What follows belongs to an exercise in optimizing a design on an open flow for small area; a production flow would make more cautious choices. The flow treats the clock pin as an ideal source, which a real chip does not have.

## JK
==> flow/design.v <==
module uart_rx #(
    parameter CLK_FREQ      = 50_000_000    ,
    parameter BAUD_RATE     = 9600          ,
    parameter DATA_WIDTH    = 8             ,
    parameter PARITY        = 0             ,
    parameter STOP_BIT      = 1
)(
    input   logic                   clk             ,
    input   logic                   rst             ,
    output  logic [DATA_WIDTH-1:0]  m_axis_tdata    ,
    output  logic                   m_axis_tvalid   ,
    input   logic                   m_axis_tready   ,
    output  logic                   frame_error     ,
    output  logic                   parity_error    ,
    input   logic                   rx_wire
);
    localparam logic [8:0] POS_0   = 9'b011000111;   
    localparam logic [8:0] POS_217 = 9'b000010000;   
    logic       rx_d0, rx_d1, rx_flag;
    logic [8:0] lfsr;
    logic [3:0] tick_cnt;      
    logic [7:0] shreg;
    logic       par;
    wire tick  = lfsr[0] & ~lfsr[1] & ~lfsr[3] & ~lfsr[4] & ~lfsr[5] & ~lfsr[6] & lfsr[7];
    wire pos_v = ~(lfsr[0] | lfsr[1] | lfsr[3] | lfsr[5] | lfsr[6] | lfsr[7] | lfsr[8]);
    wire rx_negedge = rx_d1 & ~rx_d0;
    assign m_axis_tvalid = rx_flag & pos_v & (tick_cnt == 4'd0);    
    assign m_axis_tdata  = shreg;
    assign parity_error  = par;
    assign frame_error   = ~rx_d0;
    always_ff @(posedge clk or posedge rst) begin
        if (rst) begin
            rx_d0    <= 1'b0;
            rx_d1    <= 1'b0;
            rx_flag  <= 1'b0;
        end else begin
            rx_d0    <= rx_wire;
            rx_d1    <= rx_d0;
            rx_flag  <= rx_negedge | (rx_flag & ~m_axis_tvalid);
        end
    end
    always_ff @(posedge clk) begin
        tick_cnt <= rx_flag ? tick_cnt + {3'd0, tick} : 4'd5;
        lfsr <= !rx_flag ? POS_0 : tick ? POS_217 : {lfsr[7:0], lfsr[8] ^ lfsr[1]};
        if (tick && tick_cnt[3:1] != 3'b111)
            shreg <= {rx_wire, shreg[7:1]};
        if (tick)
            par <= (tick_cnt == 4'd5) ? 1'b0 : (tick_cnt == 4'd15) ? par : par ^ rx_wire;
    end
endmodule
module uart_tx #(
    parameter CLK_FREQ      = 50_000_000    ,
    parameter BAUD_RATE     = 9600          ,
    parameter DATA_WIDTH    = 8             ,
    parameter PARITY        = 0             ,
    parameter STOP_BIT      = 1
)(
    input   logic                   clk             ,
    input   logic                   rst             ,
    input   logic [DATA_WIDTH-1:0]  s_axis_tdata    ,
    input   logic                   s_axis_tvalid   ,
    output  logic                   s_axis_tready   ,
    output  logic                   tx_wire
);
    localparam logic [8:0] POS_0 = 9'b000010000;
    logic [8:0] lfsr;
    logic [9:0] shreg;
    logic       par;           
    wire last = lfsr[0] & ~lfsr[1] & ~lfsr[3] & ~lfsr[4] & ~lfsr[5] & ~lfsr[6] & lfsr[7];
    wire hs   = s_axis_tvalid & s_axis_tready;
    wire tail = (shreg[9:1] == 9'd0);      
    always_ff @(posedge clk or posedge rst) begin
        if (rst)
            s_axis_tready <= 1'b1;
        else if (hs)
            s_axis_tready <= 1'b0;
        else if (last && tail && !shreg[0])
            s_axis_tready <= 1'b1;
    end
    always_ff @(posedge clk) begin
        lfsr <= (s_axis_tready | last) ? POS_0 : {lfsr[7:0], lfsr[8] ^ lfsr[1]};
        if (hs)
            shreg <= {1'b1, s_axis_tdata, 1'b0};
        else if (last)
            shreg <= {1'b0, shreg[9:1]};
        par  <= s_axis_tready ? 1'b0 : par ^ (last & shreg[0] & ~tail);
    end
    assign tx_wire = s_axis_tready | (tail ? (~shreg[0] | par) : shreg[0]);
endmodule
module uart #(
    parameter CLK_FREQ      = 50_000_000    ,
    parameter BAUD_RATE     = 115200        ,
    parameter DATA_WIDTH    = 8             ,
    parameter PARITY        = 2             ,    
    parameter STOP_BIT      = 1                  
)(
    input   logic                   clk             ,
    input   logic                   rst             ,
    input   logic [DATA_WIDTH-1:0]  s_axis_tdata    ,
    input   logic                   s_axis_tvalid   ,
    output  logic                   s_axis_tready   ,
    output  logic [DATA_WIDTH-1:0]  m_axis_tdata    ,
    output  logic                   m_axis_tvalid   ,
    input   logic                   m_axis_tready   ,
    output  logic                   frame_error     ,        
    output  logic                   parity_error    ,        
    input   logic                   rx_wire         ,
    output  logic                   tx_wire         
);
    uart_rx #(
        .CLK_FREQ      (CLK_FREQ  ),
        .BAUD_RATE     (BAUD_RATE ),
        .DATA_WIDTH    (DATA_WIDTH),
        .PARITY        (PARITY    ),
        .STOP_BIT      (STOP_BIT  )   
    )u_uart_rx(
        .clk             ,
        .rst             ,
        .m_axis_tdata    ,
        .m_axis_tvalid   ,
        .m_axis_tready   ,
        .frame_error     ,
        .parity_error    ,
        .rx_wire         
    );
    uart_tx #(
        .CLK_FREQ      (CLK_FREQ  ),
        .BAUD_RATE     (BAUD_RATE ),
        .DATA_WIDTH    (DATA_WIDTH),    
        .PARITY        (PARITY    ),
        .STOP_BIT      (STOP_BIT  )   
    )u_uart_tx(
        .clk             ,
        .rst             ,
        .s_axis_tdata    ,
        .s_axis_tvalid   ,
        .s_axis_tready   ,
        .tx_wire         
    );
endmodule
clock: 20.0 ns
lec_check: 0
cap_margin: 20
core_margin: 2
core_utilization: 40
slew_margin: 20
standard.sh (not shown) runs the stock make flow with config.mk's settings and CLKGATE_MAP_FILE= SYNTH_SCRIPT=/design/flow/synth_recipe.tcl, a recipe that flattens the netlist after the stock synthesis.
==> flow/flow/run.sh <==
#!/bin/bash
# Standard layout, with two changes: the port buffers are buf_1 cells, and the
# clock is distributed by a few buffers placed by flow/cts_pre.tcl instead of
# TritonCTS's tree (TritonCTS then finds no net to build). Each ORFS step logs
# to orfs/logs/; make's output goes to standard.log.
set -o pipefail
source flow/params.sh
bash standard.sh \
  BUFFER_PORTS_ARGS="-buffer_cell sky130_fd_sc_hd__buf_1" \
  PRE_CTS_TCL="$PWD/flow/cts_pre.tcl" \
  CTS_GROUPS="$CTS_GROUPS" CTS_CELL="$CTS_CELL" CTS_ROOT="$CTS_ROOT" \
  CTS_ARGS="-clk_nets clk -dont_use_dummy_load -buf_list $CTS_CELL" \
  finish > standard.log 2>&1
==> flow/flow/cts_pre.tcl <==
# Clock distribution for this small design, in place of TritonCTS's H-tree
# (which splits the sinks into groups of at most 15 with a buffer each).
# The clock pins are split into CTS_GROUPS groups by x position; one cell of
# type CTS_CELL, placed at the centroid of its group, drives each group. If
# CTS_ROOT is set, the clock port drives one CTS_ROOT cell, placed at the
# centroid of all sinks, and that cell drives the group cells (use a pair of
# inverters to keep the clock's polarity).
set groups $::env(CTS_GROUPS)
set block [ord::get_db_block]
set db [ord::get_db]
set clk_net [$block findNet clk]
set sinks {}
set ax 0
set ay 0
foreach it [$clk_net getITerms] {
  set loc [[$it getInst] getLocation]
  lappend sinks [list [lindex $loc 0] [lindex $loc 1] $it]
  set ax [expr {$ax + [lindex $loc 0]}]
  set ay [expr {$ay + [lindex $loc 1]}]
}
set n [llength $sinks]
set src_net $clk_net
if {[info exists ::env(CTS_ROOT)] && $::env(CTS_ROOT) ne ""} {
  set root [odb::dbInst_create $block [$db findMaster $::env(CTS_ROOT)] clkbuf_root]
  set src_net [odb::dbNet_create $block clk_root]
  $src_net setSigType CLOCK
  [$root findITerm A] connect $clk_net
  [$root findITerm Y] connect $src_net
  $root setLocation [expr {$ax / $n}] [expr {$ay / $n}]
  $root setPlacementStatus PLACED
}
set master [$db findMaster $::env(CTS_CELL)]
set out_pin [expr {[string match *inv* $::env(CTS_CELL)] ? "Y" : "X"}]
set sinks [lsort -integer -index 0 $sinks]
for {set g 0} {$g < $groups} {incr g} {
  set lo [expr {($g * $n) / $groups}]
  set hi [expr {(($g + 1) * $n) / $groups - 1}]
  set buf [odb::dbInst_create $block $master clkbuf_leaf_$g]
  set net [odb::dbNet_create $block clk_leaf_$g]
  $net setSigType CLOCK
  set sx 0
  set sy 0
  foreach s [lrange $sinks $lo $hi] {
    set sx [expr {$sx + [lindex $s 0]}]
    set sy [expr {$sy + [lindex $s 1]}]
    set it [lindex $s 2]
    $it disconnect
    $it connect $net
  }
  set cnt [expr {$hi - $lo + 1}]
  [$buf findITerm A] connect $src_net
  [$buf findITerm $out_pin] connect $net
  $buf setLocation [expr {$sx / $cnt}] [expr {$sy / $cnt}]
  $buf setPlacementStatus PLACED
  puts "cts_pre: clkbuf_leaf_$g drives $cnt clock pins"
}
==> flow/flow/params.sh <==
CTS_GROUPS=1
CTS_CELL=sky130_fd_sc_hd__clkinv_16
CTS_ROOT=sky130_fd_sc_hd__clkinv_1
Seen in the log of JK: RSZ-0060 during 5_1_grt, after which the run never completed.
diff inputs: JK => MS
- CORE_UTILIZATION: 40 -> 70
==> flow/flow/params.sh <==
CTS_GROUPS=2
CTS_CELL=sky130_fd_sc_hd__clkbuf_8
CTS_ROOT=
==> comparison <==
MS completed every stage of the flow, and the final layout passed the timing, DRC and antenna checks. JK and MS ended up with roughly the same number of instances resized during post-cts repair. JK → MS: number of cells in the design after placement decreased 22; share of async-settable or async-resettable flops after synthesis essentially unchanged; effective utilization at floorplan increased 33 points. Mean cell area of the mapped netlist: MS vs JK — no meaningful difference. Setup slack after placement in MS is 0.033 ns higher than in JK. For post-detailed-placement half-perimeter wirelength, JK and MS come out practically identical. Sort MS and JK by number of placement rows, ascending, and MS comes first. For y dimension of the die, dividing the value from MS by the value from JK gives 0.77. JK → MS: horizontal extent of the die has decreased, placed standard-cell area has decreased.
diff inputs: MS => AL
- changing CORE_UTILIZATION from 70 to 40
--- a/flow/flow/run.sh
+++ b/flow/flow/run.sh
@@ -11 +11 @@
-  CTS_GROUPS="$CTS_GROUPS" CTS_CELL="$CTS_CELL" CTS_ROOT="$CTS_ROOT" \
+  CTS_GROUPS="$CTS_GROUPS" CTS_CELL="$CTS_CELL" \
==> flow/flow/cts_pre.tcl <==
# Clock distribution for this small design: the clock pins are split into
# CTS_GROUPS groups by x position, and one buffer of type CTS_CELL, placed at
# the centroid of its group, drives each group. This replaces TritonCTS's
# H-tree, which splits the sinks into groups of at most 15.
set groups $::env(CTS_GROUPS)
set block [ord::get_db_block]
set clk_net [$block findNet clk]
set master [[ord::get_db] findMaster $::env(CTS_CELL)]
set sinks {}
foreach it [$clk_net getITerms] {
  set loc [[$it getInst] getLocation]
  lappend sinks [list [lindex $loc 0] [lindex $loc 1] $it]
}
set sinks [lsort -integer -index 0 $sinks]
set n [llength $sinks]
for {set g 0} {$g < $groups} {incr g} {
  set lo [expr {($g * $n) / $groups}]
  set hi [expr {(($g + 1) * $n) / $groups - 1}]
  set buf [odb::dbInst_create $block $master clkbuf_root_$g]
  set net [odb::dbNet_create $block clk_root_$g]
  $net setSigType CLOCK
  set sx 0
  set sy 0
  foreach s [lrange $sinks $lo $hi] {
    set sx [expr {$sx + [lindex $s 0]}]
    set sy [expr {$sy + [lindex $s 1]}]
    set it [lindex $s 2]
    $it disconnect
    $it connect $net
  }
  set cnt [expr {$hi - $lo + 1}]
  [$buf findITerm A] connect $clk_net
  [$buf findITerm X] connect $net
  $buf setLocation [expr {$sx / $cnt}] [expr {$sy / $cnt}]
  $buf setPlacementStatus PLACED
  puts "cts_pre: clkbuf_root_$g drives $cnt clock pins"
}
--- a/flow/flow/params.sh
+++ b/flow/flow/params.sh
@@ -3 +2,0 @@
-CTS_ROOT=
Results
Compared to MS, the routing of AL uses less wire. The worst setup slack of AL was inferior to that of MS. Delta(number of cells in the design after placement, AL - MS) > 0. When AL is measured against MS, its area growth from synthesis to final layout turns out 1.7 points higher.
The following lists how TR was set up differently from AL:
- CORE_UTILIZATION: 40 -> 70
- PLACE_DENSITY: unset -> 0.85
--- a/flow/flow/run.sh
+++ b/flow/flow/run.sh
@@ -11 +11 @@
-  CTS_GROUPS="$CTS_GROUPS" CTS_CELL="$CTS_CELL" \
+  CTS_GROUPS="$CTS_GROUPS" CTS_CELL="$CTS_CELL" CTS_ROOT="$CTS_ROOT" \
==> flow/flow/cts_pre.tcl <==
# Clock distribution for this small design, in place of TritonCTS's H-tree
# (which splits the sinks into groups of at most 15 with a buffer each).
# The clock pins are split into CTS_GROUPS groups by x position; one cell of
# type CTS_CELL, placed at the centroid of its group, drives each group. If
# CTS_ROOT is set, the clock port drives one CTS_ROOT cell, placed at the
# centroid of all sinks, and that cell drives the group cells (use a pair of
# inverters to keep the clock's polarity).
set groups $::env(CTS_GROUPS)
set block [ord::get_db_block]
set db [ord::get_db]
set clk_net [$block findNet clk]
set sinks {}
set ax 0
set ay 0
foreach it [$clk_net getITerms] {
  set loc [[$it getInst] getLocation]
  lappend sinks [list [lindex $loc 0] [lindex $loc 1] $it]
  set ax [expr {$ax + [lindex $loc 0]}]
  set ay [expr {$ay + [lindex $loc 1]}]
}
set n [llength $sinks]
set src_net $clk_net
if {[info exists ::env(CTS_ROOT)] && $::env(CTS_ROOT) ne ""} {
  set root [odb::dbInst_create $block [$db findMaster $::env(CTS_ROOT)] clkbuf_root]
  set src_net [odb::dbNet_create $block clk_root]
  $src_net setSigType CLOCK
  [$root findITerm A] connect $clk_net
  [$root findITerm Y] connect $src_net
  $root setLocation [expr {$ax / $n}] [expr {$ay / $n}]
  $root setPlacementStatus PLACED
}
set master [$db findMaster $::env(CTS_CELL)]
set out_pin [expr {[string match *inv* $::env(CTS_CELL)] ? "Y" : "X"}]
set sinks [lsort -integer -index 0 $sinks]
for {set g 0} {$g < $groups} {incr g} {
  set lo [expr {($g * $n) / $groups}]
  set hi [expr {(($g + 1) * $n) / $groups - 1}]
  set buf [odb::dbInst_create $block $master clkbuf_leaf_$g]
  set net [odb::dbNet_create $block clk_leaf_$g]
  $net setSigType CLOCK
  set sx 0
  set sy 0
  foreach s [lrange $sinks $lo $hi] {
    set sx [expr {$sx + [lindex $s 0]}]
    set sy [expr {$sy + [lindex $s 1]}]
    set it [lindex $s 2]
    $it disconnect
    $it connect $net
  }
  set cnt [expr {$hi - $lo + 1}]
  [$buf findITerm A] connect $src_net
  [$buf findITerm $out_pin] connect $net
  $buf setLocation [expr {$sx / $cnt}] [expr {$sy / $cnt}]
  $buf setPlacementStatus PLACED
  puts "cts_pre: clkbuf_leaf_$g drives $cnt clock pins"
}
==> flow/flow/params.sh <==
CTS_GROUPS=1
CTS_CELL=sky130_fd_sc_hd__clkinv_16
CTS_ROOT=sky130_fd_sc_hd__clkinv_1
[summary]
TR vs AL, placed wire-length estimate after detailed placement went down by 4.3%. TR | ERROR | 4_1_cts. TR vs. AL: horizontal die dimension shrank by 23%, number of standard cells after synthesis now sits at about the same level. TR gives less standard cell area after detailed placement than AL did.
No run of this note included a check of the RTL's function; only the layout flow was run.

## afterwards: timing with drivers on the ports
How much do the figures lean on ideal ports? The routed layouts below were timed once more, with nothing changed but the port constraints.
Step 1 assumes that a clkbuf_16 drives the clock port and a buf_2 every other input.
Step 2 moves the port delays by t, midway between the first and last clock arrival at a register: inputs arrive t later, outputs are due t later. That takes back most of the time a late clock gives input paths.
a / b / c = ideal ports / drivers / drivers and shift; a / b = the first two.
run | t (ns) | setup WS [ns] | slew at the worst register clock pin (ns) | worst data-port slew with drivers (ns) | cell pins on the clock port's net
MS | 0.426 | 14.220 / 14.195 / 14.621 | 0.12 / 0.12 | 0.04 | 1
AL | 0.426 | 14.187 / 14.163 / 14.589 | 0.12 / 0.12 | 0.04 | 1
After both steps every run listed still meets setup and hold.
